What follows belongs to an exercise in optimizing a design on an open flow for small area and a short achievable clock period; a production flow would make more cautious choices. Function was checked by simulation only, so behaviour that the tests miss may differ from the original. The clock port is modelled as an ideal driver; clocking choices that lean on that would not hold on a real chip. Power and IR drop assume default switching activity.

==> inputs of trial 85 <==
==> flow/design.v (excerpt) <==
module mips_cpu (
    input  wire        clk,
    input  wire        rst,
    input  wire [31:0] mem_rdata,
    output wire [31:0] mem_addr,
    output wire [31:0] mem_wdata,
    output wire        mem_wr
);
export LEC_CHECK = 0
export ABC_AREA = 0
export CAP_MARGIN = 20
export CORE_MARGIN = 2
export CORE_UTILIZATION = 55
export SLEW_MARGIN = 20
create_clock -name core_clock -period 21.0 [get_ports {clk}]
standard.sh (not shown) runs the stock make flow with config.mk's settings and CLKGATE_MAP_FILE= SYNTH_SCRIPT=/design/flow/synth_recipe.tcl, a recipe that flattens the netlist after the stock synthesis.
==> flow/flow/run.sh <==
#!/bin/bash
# Own layout flow: the standard flow (standard.sh) run in three parts, with
# these changes (the design, the SDC and the clock period are the standard flow's own):
#  - the port buffers that global placement inserts are sky130_fd_sc_hd__buf_4
#    instead of the default cell (a slow clock-delay buffer); every input and
#    output port still gets its own buffer;
#  - clock tree synthesis runs without dummy load cells and with larger sink
#    clusters (fewer clock buffers); the clock port drives only the root buffer;
#  - after placement, the flip-flops that drive output port buffers are given
#    a stronger drive (dfxtp_1 -> dfxtp_4, same cell type) and re-legalized;
#  - after clock tree synthesis, repair_timing is run with a setup margin, so
#    the resizer sizes up the gates of the longest paths.
# Each tool's full output goes to its own log file in this folder.
set -euo pipefail
export BUFFER_PORTS_ARGS="-buffer_cell sky130_fd_sc_hd__buf_4"
export CTS_ARGS="-sink_clustering_enable -repair_clock_nets -dont_use_dummy_load -sink_clustering_size 24 -sink_clustering_max_diameter 80"
R=orfs/results/sky130hd/mips_cpu/base
bash standard.sh place > standard_place.log 2>&1
ODB_IN=$R/3_place.odb ODB_OUT=$R/3_place.odb openroad -exit flow/upsize.tcl > upsize.log 2>&1
bash standard.sh cts > standard_cts.log 2>&1
ODB_IN=$R/4_cts.odb SDC_IN=$R/4_cts.sdc ODB_OUT=$R/4_cts.odb MARGIN=16.0 openroad -exit flow/repair.tcl > repair.log 2>&1
bash standard.sh > standard_finish.log 2>&1
==> flow/flow/repair.tcl <==
# repair_timing with a setup margin on the clock-tree-synthesized design, under
# the design's own SDC; then re-legalize the placement.
read_liberty $::env(FLOW_HOME)/platforms/sky130hd/lib/sky130_fd_sc_hd__tt_025C_1v80.lib
read_db $::env(ODB_IN)
read_sdc $::env(SDC_IN)
set_propagated_clock [all_clocks]
source $::env(FLOW_HOME)/platforms/sky130hd/setRC.tcl
set_dont_use [get_lib_cells {sky130_fd_sc_hd__probe_p_8 sky130_fd_sc_hd__probec_p_8 sky130_fd_sc_hd__lpflow_*}]
estimate_parasitics -placement
report_worst_slack -max
report_design_area
repair_timing -setup -setup_margin $::env(MARGIN) -repair_tns 100 -verbose
detailed_placement
check_placement
estimate_parasitics -placement
report_worst_slack -max
report_worst_slack -min
report_design_area
write_db $::env(ODB_OUT)
Other scripts of this flow, unchanged in this note and not shown: flow/flow/upsize.tcl
==> build 93 (differences from trial 85) <==
--- a/flow/design.v
+++ b/flow/design.v
@@ -10,15 +10,15 @@
 localparam XS_PC = 2'd0, XS_A = 2'd1, XS_MDR = 2'd2, XS_ZERO = 2'd3;
 localparam YS_B = 2'd0, YS_4 = 2'd1, YS_SE = 2'd2, YS_SL2 = 2'd3;
 localparam OP_ADD = 3'd0, OP_SUB = 3'd1, OP_AND = 3'd2, OP_PASS = 3'd3, OP_LT = 3'd4, OP_SH = 3'd5, OP_LD = 3'd6;
 localparam PM_NONE = 3'd0, PM_EQ = 3'd1, PM_NE = 3'd2, PM_LE = 3'd3, PM_GT = 3'd4, PM_LT = 3'd5;
 localparam WA_RT = 2'd0, WA_RD = 2'd1, WA_31 = 2'd2, WA_RS = 2'd3;
 localparam WS_ALUOUT = 3'd0, WS_LS = 3'd1, WS_HI = 3'd2, WS_LO = 3'd3, WS_LT = 3'd4,
            WS_SH = 3'd5, WS_A = 3'd6, WS_B = 3'd7;
-localparam AM_PC = 3'd0, AM_A = 3'd2, AM_ZERO = 3'd3, AM_ALUOUT = 3'd4,
+localparam AM_PC = 3'd0, AM_HOLD = 3'd1, AM_A = 3'd2, AM_ZERO = 3'd3, AM_ALUOUT = 3'd4,
            AM_E253 = 3'd5, AM_E254 = 3'd6, AM_E255 = 3'd7;
 localparam S_DECODE1 = 7'd4, S_ESPERADEC = 7'd5, S_DECODE2 = 7'd6, S_INSTR = 7'd7,
            S_MULT2 = 7'd95, S_DIV2 = 7'd99, S_DIV3 = 7'd100;
 reg  [6:0]  st, st_d;
 reg  [5:0]  cnt, cnt_d;
 reg         reset;
 reg         memwr, memwr_d;
@@ -1553,225 +1553,225 @@
       aluoutwe_d = 0;
       xsel_d = XS_A;
       ysel_d = YS_SE;
       aop_d = OP_ADD;
       rfwe_d = 0;
       rfwa_d = WA_RT;
       ls_d = 0;
-      am_d = AM_ALUOUT;
+      am_d = AM_HOLD;
     end
     7'd60: begin  
       st_d = 7'd0;
       memwr_d = 0;
       ss_d = 0;
       pcwe_d = 0;
       pcsrc_d = PS_ALU;
       aluoutwe_d = 0;
       xsel_d = XS_A;
       ysel_d = YS_SE;
       aop_d = OP_ADD;
-      rfwe_d = 1;
+      rfwe_d = 0;
       rfwa_d = WA_RT;
       ls_d = 0;
-      am_d = AM_ALUOUT;
+      am_d = AM_HOLD;
     end
     7'd61: begin  
       st_d = 7'd62;
       memwr_d = 0;
       ss_d = 0;
       pcwe_d = 0;
       pcsrc_d = PS_ALU;
-      aluoutwe_d = 0;
+      aluoutwe_d = 1;
       xsel_d = XS_A;
       ysel_d = YS_SE;
-      aop_d = OP_ADD;
+      aop_d = OP_LD;
       rfwe_d = 0;
       rfwa_d = WA_RT;
       ls_d = 0;
-      am_d = AM_ALUOUT;
+      am_d = AM_HOLD;
     end
     7'd62: begin  
       st_d = 7'd63;
       memwr_d = 0;
       ss_d = 0;
       pcwe_d = 0;
       pcsrc_d = PS_ALU;
       aluoutwe_d = 0;
       xsel_d = XS_A;
       ysel_d = YS_SE;
       aop_d = OP_ADD;
-      rfwe_d = 0;
+      rfwe_d = 1;
       rfwa_d = WA_RT;
       ls_d = 0;
-      am_d = AM_ALUOUT;
+      am_d = AM_HOLD;
     end
     7'd63: begin  
       st_d = 7'd60;
       memwr_d = 0;
       ss_d = 0;
       pcwe_d = 0;
       pcsrc_d = PS_ALU;
-      aluoutwe_d = 1;
+      aluoutwe_d = 0;
       xsel_d = XS_A;
       ysel_d = YS_SE;
-      aop_d = OP_LD;
+      aop_d = OP_ADD;
       rfwe_d = 0;
       rfwa_d = WA_RT;
       ls_d = 0;
-      am_d = AM_ALUOUT;
+      am_d = AM_HOLD;
     end
     7'd64: begin  
       st_d = 7'd66;
       memwr_d = 0;
       ss_d = 0;
       pcwe_d = 0;
       pcsrc_d = PS_ALU;
       aluoutwe_d = 0;
       xsel_d = XS_A;
       ysel_d = YS_SE;
       aop_d = OP_ADD;
       rfwe_d = 0;
       rfwa_d = WA_RT;
       ls_d = 0;
-      am_d = AM_ALUOUT;
+      am_d = AM_HOLD;
     end
     7'd65: begin  
       st_d = 7'd0;
       memwr_d = 0;
       ss_d = 0;
       pcwe_d = 0;
       pcsrc_d = PS_ALU;
       aluoutwe_d = 0;
       xsel_d = XS_A;
       ysel_d = YS_SE;
       aop_d = OP_ADD;
-      rfwe_d = 1;
+      rfwe_d = 0;
       rfwa_d = WA_RT;
       ls_d = 0;
-      am_d = AM_ALUOUT;
+      am_d = AM_HOLD;
     end
     7'd66: begin  
       st_d = 7'd67;
       memwr_d = 0;
       ss_d = 0;
       pcwe_d = 0;
       pcsrc_d = PS_ALU;
-      aluoutwe_d = 0;
+      aluoutwe_d = 1;
       xsel_d = XS_A;
       ysel_d = YS_SE;
-      aop_d = OP_ADD;
+      aop_d = OP_LD;
       rfwe_d = 0;
       rfwa_d = WA_RT;
-      ls_d = 0;
-      am_d = AM_ALUOUT;
+      ls_d = 1;
+      am_d = AM_HOLD;
     end
     7'd67: begin  
       st_d = 7'd68;
       memwr_d = 0;
       ss_d = 0;
       pcwe_d = 0;
       pcsrc_d = PS_ALU;
       aluoutwe_d = 0;
       xsel_d = XS_A;
       ysel_d = YS_SE;
       aop_d = OP_ADD;
-      rfwe_d = 0;
+      rfwe_d = 1;
       rfwa_d = WA_RT;
       ls_d = 0;
-      am_d = AM_ALUOUT;
+      am_d = AM_HOLD;
     end
     7'd68: begin  
       st_d = 7'd65;
       memwr_d = 0;
       ss_d = 0;
       pcwe_d = 0;
       pcsrc_d = PS_ALU;
-      aluoutwe_d = 1;
+      aluoutwe_d = 0;
       xsel_d = XS_A;
       ysel_d = YS_SE;
-      aop_d = OP_LD;
+      aop_d = OP_ADD;
       rfwe_d = 0;
       rfwa_d = WA_RT;
-      ls_d = 1;
-      am_d = AM_ALUOUT;
+      ls_d = 0;
+      am_d = AM_HOLD;
     end
     7'd69: begin  
       st_d = 7'd71;
       memwr_d = 0;
       ss_d = 0;
       pcwe_d = 0;
       pcsrc_d = PS_ALU;
       aluoutwe_d = 0;
       xsel_d = XS_A;
       ysel_d = YS_SE;
       aop_d = OP_ADD;
       rfwe_d = 0;
       rfwa_d = WA_RT;
       ls_d = 0;
-      am_d = AM_ALUOUT;
+      am_d = AM_HOLD;
     end
     7'd70: begin  
       st_d = 7'd0;
       memwr_d = 0;
       ss_d = 0;
       pcwe_d = 0;
       pcsrc_d = PS_ALU;
       aluoutwe_d = 0;
       xsel_d = XS_A;
       ysel_d = YS_SE;
       aop_d = OP_ADD;
-      rfwe_d = 1;
+      rfwe_d = 0;
       rfwa_d = WA_RT;
       ls_d = 0;
-      am_d = AM_ALUOUT;
+      am_d = AM_HOLD;
     end
     7'd71: begin  
       st_d = 7'd72;
       memwr_d = 0;
       ss_d = 0;
       pcwe_d = 0;
       pcsrc_d = PS_ALU;
-      aluoutwe_d = 0;
+      aluoutwe_d = 1;
       xsel_d = XS_A;
       ysel_d = YS_SE;
-      aop_d = OP_ADD;
+      aop_d = OP_LD;
       rfwe_d = 0;
       rfwa_d = WA_RT;
-      ls_d = 0;
-      am_d = AM_ALUOUT;
+      ls_d = 2;
+      am_d = AM_HOLD;
     end
     7'd72: begin  
       st_d = 7'd73;
       memwr_d = 0;
       ss_d = 0;
       pcwe_d = 0;
       pcsrc_d = PS_ALU;
       aluoutwe_d = 0;
       xsel_d = XS_A;
       ysel_d = YS_SE;
       aop_d = OP_ADD;
-      rfwe_d = 0;
+      rfwe_d = 1;
       rfwa_d = WA_RT;
       ls_d = 0;
-      am_d = AM_ALUOUT;
+      am_d = AM_HOLD;
     end
     7'd73: begin  
       st_d = 7'd70;
       memwr_d = 0;
       ss_d = 0;
       pcwe_d = 0;
       pcsrc_d = PS_ALU;
-      aluoutwe_d = 1;
+      aluoutwe_d = 0;
       xsel_d = XS_A;
       ysel_d = YS_SE;
-      aop_d = OP_LD;
+      aop_d = OP_ADD;
       rfwe_d = 0;
       rfwa_d = WA_RT;
-      ls_d = 2;
-      am_d = AM_ALUOUT;
+      ls_d = 0;
+      am_d = AM_HOLD;
     end
     7'd74: begin  
       st_d = 7'd76;
       memwr_d = 0;
       ss_d = 0;
       pcwe_d = 0;
       pcsrc_d = PS_ALU;
@@ -2401,29 +2401,29 @@
     7'd52: am_n = AM_PC;  
     7'd53: am_n = AM_PC;  
     7'd54: am_n = AM_E254;  
     7'd55: am_n = AM_ALUOUT;  
     7'd56: am_n = AM_ALUOUT;  
     7'd57: am_n = AM_ALUOUT;  
     7'd58: am_n = AM_ALUOUT;  
-    7'd59: am_n = AM_ALUOUT;  
-    7'd60: am_n = AM_ALUOUT;  
-    7'd61: am_n = AM_ALUOUT;  
-    7'd62: am_n = AM_ALUOUT;  
-    7'd63: am_n = AM_ALUOUT;  
-    7'd64: am_n = AM_ALUOUT;  
-    7'd65: am_n = AM_ALUOUT;  
-    7'd66: am_n = AM_ALUOUT;  
-    7'd67: am_n = AM_ALUOUT;  
-    7'd68: am_n = AM_ALUOUT;  
-    7'd69: am_n = AM_ALUOUT;  
-    7'd70: am_n = AM_ALUOUT;  
-    7'd71: am_n = AM_ALUOUT;  
-    7'd72: am_n = AM_ALUOUT;  
-    7'd73: am_n = AM_ALUOUT;  
+    7'd59: am_n = AM_HOLD;  
+    7'd60: am_n = AM_HOLD;  
+    7'd61: am_n = AM_HOLD;  
+    7'd62: am_n = AM_HOLD;  
+    7'd63: am_n = AM_HOLD;  
+    7'd64: am_n = AM_HOLD;  
+    7'd65: am_n = AM_HOLD;  
+    7'd66: am_n = AM_HOLD;  
+    7'd67: am_n = AM_HOLD;  
+    7'd68: am_n = AM_HOLD;  
+    7'd69: am_n = AM_HOLD;  
+    7'd70: am_n = AM_HOLD;  
+    7'd71: am_n = AM_HOLD;  
+    7'd72: am_n = AM_HOLD;  
+    7'd73: am_n = AM_HOLD;  
     7'd74: am_n = AM_ALUOUT;  
     7'd75: am_n = AM_ALUOUT;  
     7'd76: am_n = AM_ALUOUT;  
     7'd77: am_n = AM_ALUOUT;  
     7'd78: am_n = AM_ALUOUT;  
     7'd79: am_n = AM_ALUOUT;  
     7'd80: am_n = AM_ALUOUT;  
@@ -2525,14 +2525,15 @@
 wire [31:0] aluout_d = aluoutwe ? alu : aluout;
 always @(posedge clk) aluout <= aluout_d;
 always @(posedge clk) ovf_q <= f_ovf;
 reg [31:0] addr_d;
 always @(*) begin
     case (am_r)
         AM_PC:     addr_d = pc_d;
+        AM_HOLD:   addr_d = addr_q;
         AM_A:      addr_d = ra;
         AM_ZERO:   addr_d = 32'd0;
         AM_ALUOUT: addr_d = aluout;
         AM_E253:   addr_d = 32'd253;
         AM_E254:   addr_d = 32'd254;
         default:   addr_d = 32'd255;
     endcase
==> build 79 (differences from trial 85) <==
--- a/flow/flow/run.sh
+++ b/flow/flow/run.sh
@@ -14,9 +14,9 @@
 set -euo pipefail
 export BUFFER_PORTS_ARGS="-buffer_cell sky130_fd_sc_hd__buf_4"
 export CTS_ARGS="-sink_clustering_enable -repair_clock_nets -dont_use_dummy_load -sink_clustering_size 24 -sink_clustering_max_diameter 80"
 R=orfs/results/sky130hd/mips_cpu/base
 bash standard.sh place > standard_place.log 2>&1
 ODB_IN=$R/3_place.odb ODB_OUT=$R/3_place.odb openroad -exit flow/upsize.tcl > upsize.log 2>&1
 bash standard.sh cts > standard_cts.log 2>&1
-ODB_IN=$R/4_cts.odb SDC_IN=$R/4_cts.sdc ODB_OUT=$R/4_cts.odb MARGIN=16.0 openroad -exit flow/repair.tcl > repair.log 2>&1
+ODB_IN=$R/4_cts.odb SDC_IN=$R/4_cts.sdc ODB_OUT=$R/4_cts.odb MARGIN=16.3 openroad -exit flow/repair.tcl > repair.log 2>&1
 bash standard.sh > standard_finish.log 2>&1
==> results.txt <==
Worst setup slack: build 93 is worse than trial 85 (71 ps).
The highest core utilization belongs to build 93, the lowest to trial 85.
Combinational power: build 93 is higher than build 79 (about 40%).
Against build 93, the die area of build 79 is lower by 0.49%.

==> separate check: timing with driven ports <==
How much do the figures lean on ideal ports? The routed layouts below were timed once more, with nothing changed but the port constraints. Step 1 (the two cells are an assumption about what drives the block):
set clk [get_ports {clk}]
set_driving_cell -lib_cell sky130_fd_sc_hd__clkbuf_16 $clk
set_driving_cell -lib_cell sky130_fd_sc_hd__buf_2 [delete_from_list [all_inputs] $clk]
Step 2 also shifts input and output timing later by t, the mid clock arrival at the registers, as if the neighbouring blocks saw the same clock. Slacks: ideal / step 1 / step 2; pairs: ideal / step 1.
run | shift t [ns] | setup slack, ns | worst data-port slew with drivers (ns) | pins driven straight from the clock port
trial 85 | 0.748 | 15.637 / 15.560 / 15.678 | 0.07 | 1
build 93 | 0.742 | 15.566 / 15.485 / 15.647 | 0.17 | 1
build 79 | 0.750 | 15.639 / 15.560 / 15.703 | 0.07 | 1
After both steps every run listed still meets setup and hold.
